Context: an optimization exercise on an open-source flow, tuned for small area and a short achievable clock period. The choices shown serve that exercise and are no tape-out recipe.

==> zinc: inputs <==
// cubic_fixed
module cubic_fixed #(
    parameter int WID     = 16,    
    parameter int FBITS   = 8      
)(
    input  logic                        clk,
    input  logic                        rst,
    input  logic signed [WID-1:0]       x,
    input  logic signed [WID-1:0]       a0,
    input  logic signed [WID-1:0]       a1,
    input  logic signed [WID-1:0]       a2,
    output logic signed [WID-1:0]       y
);
clock: 15.0 ns
lec_check: 0
abc_area: 1
cap_margin: 20
core_margin: 2
core_utilization: 40
slew_margin: 20
standard.sh (not shown) runs the stock make flow with config.mk's settings and CLKGATE_MAP_FILE= SYNTH_SCRIPT=/design/flow/synth_recipe.tcl, a recipe that flattens the netlist after the stock synthesis.
==> flow/flow/run.sh <==
#!/bin/bash
# Standard ORFS layout (the standard.sh) with two changes:
#  - port buffers use buf_4 instead of the default delay-buffer cell;
#  - timing repair (after floorplan, CTS and global routing) aims for
#    8 ns of setup slack at the 15 ns clock, so the resizer sizes the
#    critical paths.  The SDC (clock period, I/O delays, load) is unchanged.
# Each ORFS step writes its own log under orfs/logs/; make's output goes to
# standard.log.
set -euo pipefail
export BUFFER_PORTS_ARGS="-buffer_cell sky130_fd_sc_hd__buf_4"
export SETUP_SLACK_MARGIN=8
bash standard.sh > standard.log 2>&1
==> inputs of lagoon, as changes to zinc <==
--- a/flow/design.v
+++ b/flow/design.v
@@ -67,14 +67,13 @@
     wire sq_s49, sq_c49;
     wire sq_s50, sq_c50;
     wire sq_s51, sq_c51;
     wire sq_s52, sq_c52;
     wire sq_s53, sq_c53;
     wire sq_s54, sq_c54;
-    wire [8:0] sq_lo;
-    wire [14:0] sqa_in, sqb_in;
+    wire [22:0] sq_in;
     assign sq_s0 = x[6] ^ (x[0] & x[11]);
     assign sq_c0 = x[6] & (x[0] & x[11]);
     assign sq_s1 = 1'b1 ^ ~((x[12] & x[0])) ^ (x[1] & x[11]);
     assign sq_c1 = (1'b1 & ~((x[12] & x[0]))) | (1'b1 & (x[1] & x[11])) | (~((x[12] & x[0])) & (x[1] & x[11]));
     assign sq_s2 = x[7] ^ ~((x[12] & x[1])) ^ (x[2] & x[11]);
     assign sq_c2 = (x[7] & ~((x[12] & x[1]))) | (x[7] & (x[2] & x[11])) | (~((x[12] & x[1])) & (x[2] & x[11]));
@@ -179,36 +178,28 @@
     assign sq_s52 = (x[9] & x[10]) ^ sq_c34 ^ sq_s35;
     assign sq_c52 = ((x[9] & x[10]) & sq_c34) | ((x[9] & x[10]) & sq_s35) | (sq_c34 & sq_s35);
     assign sq_s53 = ~((x[12] & x[8])) ^ (x[9] & x[11]) ^ sq_c35;
     assign sq_c53 = (~((x[12] & x[8])) & (x[9] & x[11])) | (~((x[12] & x[8])) & sq_c35) | ((x[9] & x[11]) & sq_c35);
     assign sq_s54 = x[11] ^ ~((x[12] & x[9])) ^ (x[10] & x[11]);
     assign sq_c54 = (x[11] & ~((x[12] & x[9]))) | (x[11] & (x[10] & x[11])) | (~((x[12] & x[9])) & (x[10] & x[11]));
-    assign sq_lo = {1'b0, sq_c38, sq_c37, sq_c36, sq_s36, (x[0] & x[2]), x[1], 1'b0, x[0]} + {1'b0, sq_s39, sq_s38, sq_s37, (x[1] & x[2]), 1'b0, (x[0] & x[1]), 1'b0, 1'b0};
-    assign sqa_in = {sq_c53, sq_c52, sq_c51, sq_c50, sq_c49, sq_c48, sq_c47, sq_c46, sq_c45, sq_c44, sq_c43, sq_c42, sq_c41, sq_c40, sq_c39};
-    assign sqb_in = {sq_s54, sq_s53, sq_s52, sq_s51, sq_s50, sq_s49, sq_s48, sq_s47, sq_s46, sq_s45, sq_s44, sq_s43, sq_s42, sq_s41, sq_s40};
+    assign sq_in = {sq_c53, sq_c52, sq_c51, sq_c50, sq_c49, sq_c48, sq_c47, sq_c46, sq_c45, sq_c44, sq_c43, sq_c42, sq_c41, sq_c40, sq_c39, sq_c38, sq_c37, sq_c36, sq_s36, (x[0] & x[2]), x[1], 1'b0, x[0]} + {sq_s54, sq_s53, sq_s52, sq_s51, sq_s50, sq_s49, sq_s48, sq_s47, sq_s46, sq_s45, sq_s44, sq_s43, sq_s42, sq_s41, sq_s40, sq_s39, sq_s38, sq_s37, (x[1] & x[2]), 1'b0, (x[0] & x[1]), 1'b0, 1'b0};
     logic               x3sat_s0, rst_s0, rst_s1;
     logic signed [15:0] x_s0, a0_s0, a1_s0, a2_s0;
     always_ff @(posedge clk) begin
         x3sat_s0 <= x3sat_in;
         x_s0     <= x;
         a0_s0    <= a0;
         a1_s0    <= a1;
         a2_s0    <= a2;
         rst_s0   <= rst;
     end
     logic [14:0] x2;
-    logic [14:0] sqa_s0, sqb_s0;
-    logic        sqc_s0;
-    always_ff @(posedge clk) begin
-        sqa_s0   <= sqa_in | {15{x2sat_in}};
-        sqb_s0   <= sqb_in & ~{15{x2sat_in}};
-        sqc_s0   <= sq_lo[8] & ~x2sat_in;
-    end
-    logic [15:0] x2sum;
-    assign x2sum = {sqa_s0, sqc_s0} + {sqb_s0, sqc_s0};
-    assign x2 = x2sum[15:1];
+    logic [14:0] x2_s0;
+    always_ff @(posedge clk)
+        x2_s0 <= x2sat_in ? 15'h7fff : sq_in[22:8];
+    assign x2 = x2_s0;
     wire bx_one0, bx_two0, bx_neg0;
     wire bx_one1, bx_two1, bx_neg1;
     wire bx_one2, bx_two2, bx_neg2;
     wire bx_one3, bx_two3, bx_neg3;
     wire bx_one4, bx_two4, bx_neg4;
     wire bx_one5, bx_two5, bx_neg5;
@@ -1204,74 +1195,22 @@
     assign p3_c363 = 1'b1 & ((bx_two5 & x2[12]) ^ bx_neg5);
     assign p3 = {p3_c363, p3_c362, p3_c361, p3_c360, p3_c359, p3_c358, p3_c357, p3_c356, p3_c355, p3_c354, p3_c353, p3_c352, p3_c351, p3_c350, p3_c349, p3_c348, p3_c347, p3_c346, p3_c345, p3_c344, p3_c343, p3_c342, p3_s342, (((bx_one0 & x2[1]) | (bx_two0 & x2[0])) ^ bx_neg0), ((bx_one0 & x2[0]) ^ bx_neg0)} + {~(bx_neg5), p3_s363, p3_s362, p3_s361, p3_s360, p3_s359, p3_s358, p3_s357, p3_s356, p3_s355, p3_s354, p3_s353, p3_s352, p3_s351, p3_s350, p3_s349, p3_s348, p3_s347, p3_s346, p3_s345, p3_s344, p3_s343, bx_neg1, 1'b0, bx_neg0};
     logic signed [15:0] ax1_n, ax2_n, x3_n;
     assign ax1_n = (&p1[31:23] | ~|p1[31:23]) ? p1[23:8] : {p1[31], {15{~p1[31]}}};
     assign ax2_n = (&p2[30:23] | ~|p2[30:23]) ? p2[23:8] : {p2[30], {15{~p2[30]}}};
     assign x3_n  = x3sat_s0 ? {x_s0[15], {15{~x_s0[15]}}} : p3[23:8];
-    logic signed [15:0] ax1_s1, ax2_s1, x3_s1;
+    wire [15:0] cs_s = ax1_n ^ ax2_n ^ x3_n;
+    wire [16:1] cs_c = (ax1_n & ax2_n) | (ax1_n & x3_n) | (ax2_n & x3_n);
+    logic [15:0] cs_s_s1;
+    logic [16:1] cs_c_s1;
     always_ff @(posedge clk) begin
-        ax1_s1 <= ax1_n;
-        ax2_s1 <= ax2_n;
-        x3_s1  <= x3_n;
-        rst_s1 <= rst | rst_s0;
+        cs_s_s1 <= cs_s;
+        cs_c_s1 <= cs_c;
+        rst_s1  <= rst | rst_s0;
     end
-    wire fs_s364, fs_c364;
-    wire fs_s365, fs_c365;
-    wire fs_s366, fs_c366;
-    wire fs_s367, fs_c367;
-    wire fs_s368, fs_c368;
-    wire fs_s369, fs_c369;
-    wire fs_s370, fs_c370;
-    wire fs_s371, fs_c371;
-    wire fs_s372, fs_c372;
-    wire fs_s373, fs_c373;
-    wire fs_s374, fs_c374;
-    wire fs_s375, fs_c375;
-    wire fs_s376, fs_c376;
-    wire fs_s377, fs_c377;
-    wire fs_s378, fs_c378;
-    wire fs_s379, fs_c379;
-    wire fs_s380, fs_c380;
-    wire fs_s381, fs_c381;
-    wire [17:0] sum;
-    assign fs_s364 = ax1_s1[0] ^ ax2_s1[0];
-    assign fs_c364 = ax1_s1[0] & ax2_s1[0];
-    assign fs_s365 = ax1_s1[1] ^ ax2_s1[1] ^ x3_s1[1];
-    assign fs_c365 = (ax1_s1[1] & ax2_s1[1]) | (ax1_s1[1] & x3_s1[1]) | (ax2_s1[1] & x3_s1[1]);
-    assign fs_s366 = ax1_s1[2] ^ ax2_s1[2] ^ x3_s1[2];
-    assign fs_c366 = (ax1_s1[2] & ax2_s1[2]) | (ax1_s1[2] & x3_s1[2]) | (ax2_s1[2] & x3_s1[2]);
-    assign fs_s367 = ax1_s1[3] ^ ax2_s1[3] ^ x3_s1[3];
-    assign fs_c367 = (ax1_s1[3] & ax2_s1[3]) | (ax1_s1[3] & x3_s1[3]) | (ax2_s1[3] & x3_s1[3]);
-    assign fs_s368 = ax1_s1[4] ^ ax2_s1[4] ^ x3_s1[4];
-    assign fs_c368 = (ax1_s1[4] & ax2_s1[4]) | (ax1_s1[4] & x3_s1[4]) | (ax2_s1[4] & x3_s1[4]);
-    assign fs_s369 = ax1_s1[5] ^ ax2_s1[5] ^ x3_s1[5];
-    assign fs_c369 = (ax1_s1[5] & ax2_s1[5]) | (ax1_s1[5] & x3_s1[5]) | (ax2_s1[5] & x3_s1[5]);
-    assign fs_s370 = ax1_s1[6] ^ ax2_s1[6] ^ x3_s1[6];
-    assign fs_c370 = (ax1_s1[6] & ax2_s1[6]) | (ax1_s1[6] & x3_s1[6]) | (ax2_s1[6] & x3_s1[6]);
-    assign fs_s371 = ax1_s1[7] ^ ax2_s1[7] ^ x3_s1[7];
-    assign fs_c371 = (ax1_s1[7] & ax2_s1[7]) | (ax1_s1[7] & x3_s1[7]) | (ax2_s1[7] & x3_s1[7]);
-    assign fs_s372 = ax1_s1[8] ^ ax2_s1[8] ^ x3_s1[8];
-    assign fs_c372 = (ax1_s1[8] & ax2_s1[8]) | (ax1_s1[8] & x3_s1[8]) | (ax2_s1[8] & x3_s1[8]);
-    assign fs_s373 = ax1_s1[9] ^ ax2_s1[9] ^ x3_s1[9];
-    assign fs_c373 = (ax1_s1[9] & ax2_s1[9]) | (ax1_s1[9] & x3_s1[9]) | (ax2_s1[9] & x3_s1[9]);
-    assign fs_s374 = ax1_s1[10] ^ ax2_s1[10] ^ x3_s1[10];
-    assign fs_c374 = (ax1_s1[10] & ax2_s1[10]) | (ax1_s1[10] & x3_s1[10]) | (ax2_s1[10] & x3_s1[10]);
-    assign fs_s375 = ax1_s1[11] ^ ax2_s1[11] ^ x3_s1[11];
-    assign fs_c375 = (ax1_s1[11] & ax2_s1[11]) | (ax1_s1[11] & x3_s1[11]) | (ax2_s1[11] & x3_s1[11]);
-    assign fs_s376 = ax1_s1[12] ^ ax2_s1[12] ^ x3_s1[12];
-    assign fs_c376 = (ax1_s1[12] & ax2_s1[12]) | (ax1_s1[12] & x3_s1[12]) | (ax2_s1[12] & x3_s1[12]);
-    assign fs_s377 = ax1_s1[13] ^ ax2_s1[13] ^ x3_s1[13];
-    assign fs_c377 = (ax1_s1[13] & ax2_s1[13]) | (ax1_s1[13] & x3_s1[13]) | (ax2_s1[13] & x3_s1[13]);
-    assign fs_s378 = ax1_s1[14] ^ ax2_s1[14] ^ x3_s1[14];
-    assign fs_c378 = (ax1_s1[14] & ax2_s1[14]) | (ax1_s1[14] & x3_s1[14]) | (ax2_s1[14] & x3_s1[14]);
-    assign fs_s379 = ax1_s1[15] ^ ax2_s1[15] ^ x3_s1[15];
-    assign fs_c379 = (ax1_s1[15] & ax2_s1[15]) | (ax1_s1[15] & x3_s1[15]) | (ax2_s1[15] & x3_s1[15]);
-    assign fs_s380 = ax1_s1[15] ^ ax2_s1[15] ^ x3_s1[15];
-    assign fs_c380 = (ax1_s1[15] & ax2_s1[15]) | (ax1_s1[15] & x3_s1[15]) | (ax2_s1[15] & x3_s1[15]);
-    assign fs_s381 = ax1_s1[15] ^ ax2_s1[15] ^ x3_s1[15];
-    assign fs_c381 = (ax1_s1[15] & ax2_s1[15]) | (ax1_s1[15] & x3_s1[15]) | (ax2_s1[15] & x3_s1[15]);
-    assign sum = {fs_c380, fs_c379, fs_c378, fs_c377, fs_c376, fs_c375, fs_c374, fs_c373, fs_c372, fs_c371, fs_c370, fs_c369, fs_c368, fs_c367, fs_c366, fs_c365, fs_c364, fs_s364} + {fs_s381, fs_s380, fs_s379, fs_s378, fs_s377, fs_s376, fs_s375, fs_s374, fs_s373, fs_s372, fs_s371, fs_s370, fs_s369, fs_s368, fs_s367, fs_s366, fs_s365, x3_s1[0]};
+    logic [17:0] sum;
+    assign sum = {{2{cs_s_s1[15]}}, cs_s_s1} + {cs_c_s1[16], cs_c_s1, 1'b0};
     wire pos = ~sum[17] & (sum[16] | sum[15]);
     wire neg =  sum[17] & ~(sum[16] & sum[15]);
     assign y[15]   = ~rst_s1 & (neg | (~pos & sum[15]));
     assign y[14:0] = {15{~rst_s1}} & ({15{pos}} | ({15{~neg}} & sum[14:0]));
 endmodule
==> inputs of delta, as changes to zinc <==
==> flow/run.sh (new file) <==
#!/bin/bash
# synth_recipe.tcl (not shown) runs the flow's synth.tcl, then flattens the netlist and writes it again
# the make line also repeats each setting of config.mk as NAME=value (left out here)
make -C /OpenROAD-flow-scripts/flow DESIGN_CONFIG=/design/flow/config.mk WORK_HOME=/design/flow/orfs CLKGATE_MAP_FILE= SYNTH_SCRIPT=/design/flow/synth_recipe.tcl finish
--- a/flow/config.mk
+++ b/flow/config.mk
@@ -6,7 +6,8 @@
 export NUM_CORES = 4
 export LEC_CHECK = 0
 export ABC_AREA = 1
 export CAP_MARGIN = 20
 export CORE_MARGIN = 2
 export CORE_UTILIZATION = 40
+export GPL_TIMING_DRIVEN = 0
 export SLEW_MARGIN = 20
removed: flow/flow/run.sh
removed: flow/standard.sh
==> inputs of onyx, as changes to zinc <==
==> flow/flow/run.sh (replaced) <==
#!/bin/bash
# Standard ORFS layout (the standard.sh) with two changes:
#  - port buffers use buf_4 instead of the default delay-buffer cell;
#  - timing repair (after floorplan, CTS and global routing) aims for
#    9 ns of setup slack at the 15 ns clock, so the resizer sizes the
#    critical paths.  The SDC (clock period, I/O delays, load) is unchanged.
# Each ORFS step writes its own log under orfs/logs/; make's output goes to
# standard.log.
set -euo pipefail
export BUFFER_PORTS_ARGS="-buffer_cell sky130_fd_sc_hd__buf_4"
export SETUP_SLACK_MARGIN=9
bash standard.sh > standard.log 2>&1
==> results.txt <==
                                                                 onyx          lagoon            zinc           delta
Flops & latches, synth                                               146             114             146             146
Clock-cell share of area                                          0.0204          0.0218          0.0221          0.0229
Simple-gate share of the synthesized area                          0.162           0.170           0.162           0.162
CP Buf/Inv Count                                                       2               6               7               5
Result of the run                                         finished clean  finished clean  finished clean  finished clean
Share of the core filled with cells                                0.474           0.438           0.438           0.445
Worst setup slack after placement                                8180 ps         7990 ps         8180 ps         7630 ps
Count of clock-net buffers in the final layout                        21              17              21              18
First-pass GRT wire length                                     127000 um       125000 um       124000 um       131000 um
Cells resized by post-CTS repair                                     148               0               0               0
Final setup margin                                               8820 ps         8430 ps         8330 ps         7500 ps
Adder and majority cell fraction of the synthesized area           0.322           0.328           0.322           0.322
Most used cell, CP                                               nand2_2         nand2_1         nand2_1         nand2_1
Clock skew after layout                                          31.4 ps         16.2 ps         29.0 ps         17.3 ps
Die outline height                                                257 um          254 um          257 um          257 um
Count of filler cells inserted in the layout                        6373            6549            6619            6647
No functional check of the RTL was part of any run of this note.

-- static timing again, ports no longer ideal --
The results above use ideal ports. As a check the final layouts listed here were re-extracted and re-timed, cells and wires unchanged. Step 1, drivers: a clkbuf_16 drives clk and a buf_2 each remaining input, both assumed. Step 2, shift: input delay + t, output delay - t, t = (earliest + latest rising clock arrival at the registers) / 2. This alone moves slack from input paths to output paths. Slacks: no drivers / after step 1 / after step 2; pairs: no drivers / after step 1.
| run | t, ns | setup slack, ns | hold slack, ns | worst register clock-pin slew, ns |
|---|---|---|---|---|
| zinc | 0.546 | 8.329 / 8.329 / 8.329 | 0.413 / 0.413 / 0.413 | 0.09 / 0.09 |
| lagoon | 0.529 | 8.434 / 8.434 / 7.991 | 0.417 / 0.417 / 0.417 | 0.07 / 0.07 |
| delta | 0.554 | 7.502 / 7.502 / 7.502 | 0.436 / 0.436 / 0.436 | 0.08 / 0.08 |
| onyx | 0.549 | 8.817 / 8.759 / 8.962 | 0.414 / 0.414 / 0.414 | 0.09 / 0.09 |
After both steps setup and hold are still met in every run listed. For lagoon, which loses most, drivers alone change the setup slack by 0.000 ns; drivers and shift together by -0.443 ns.
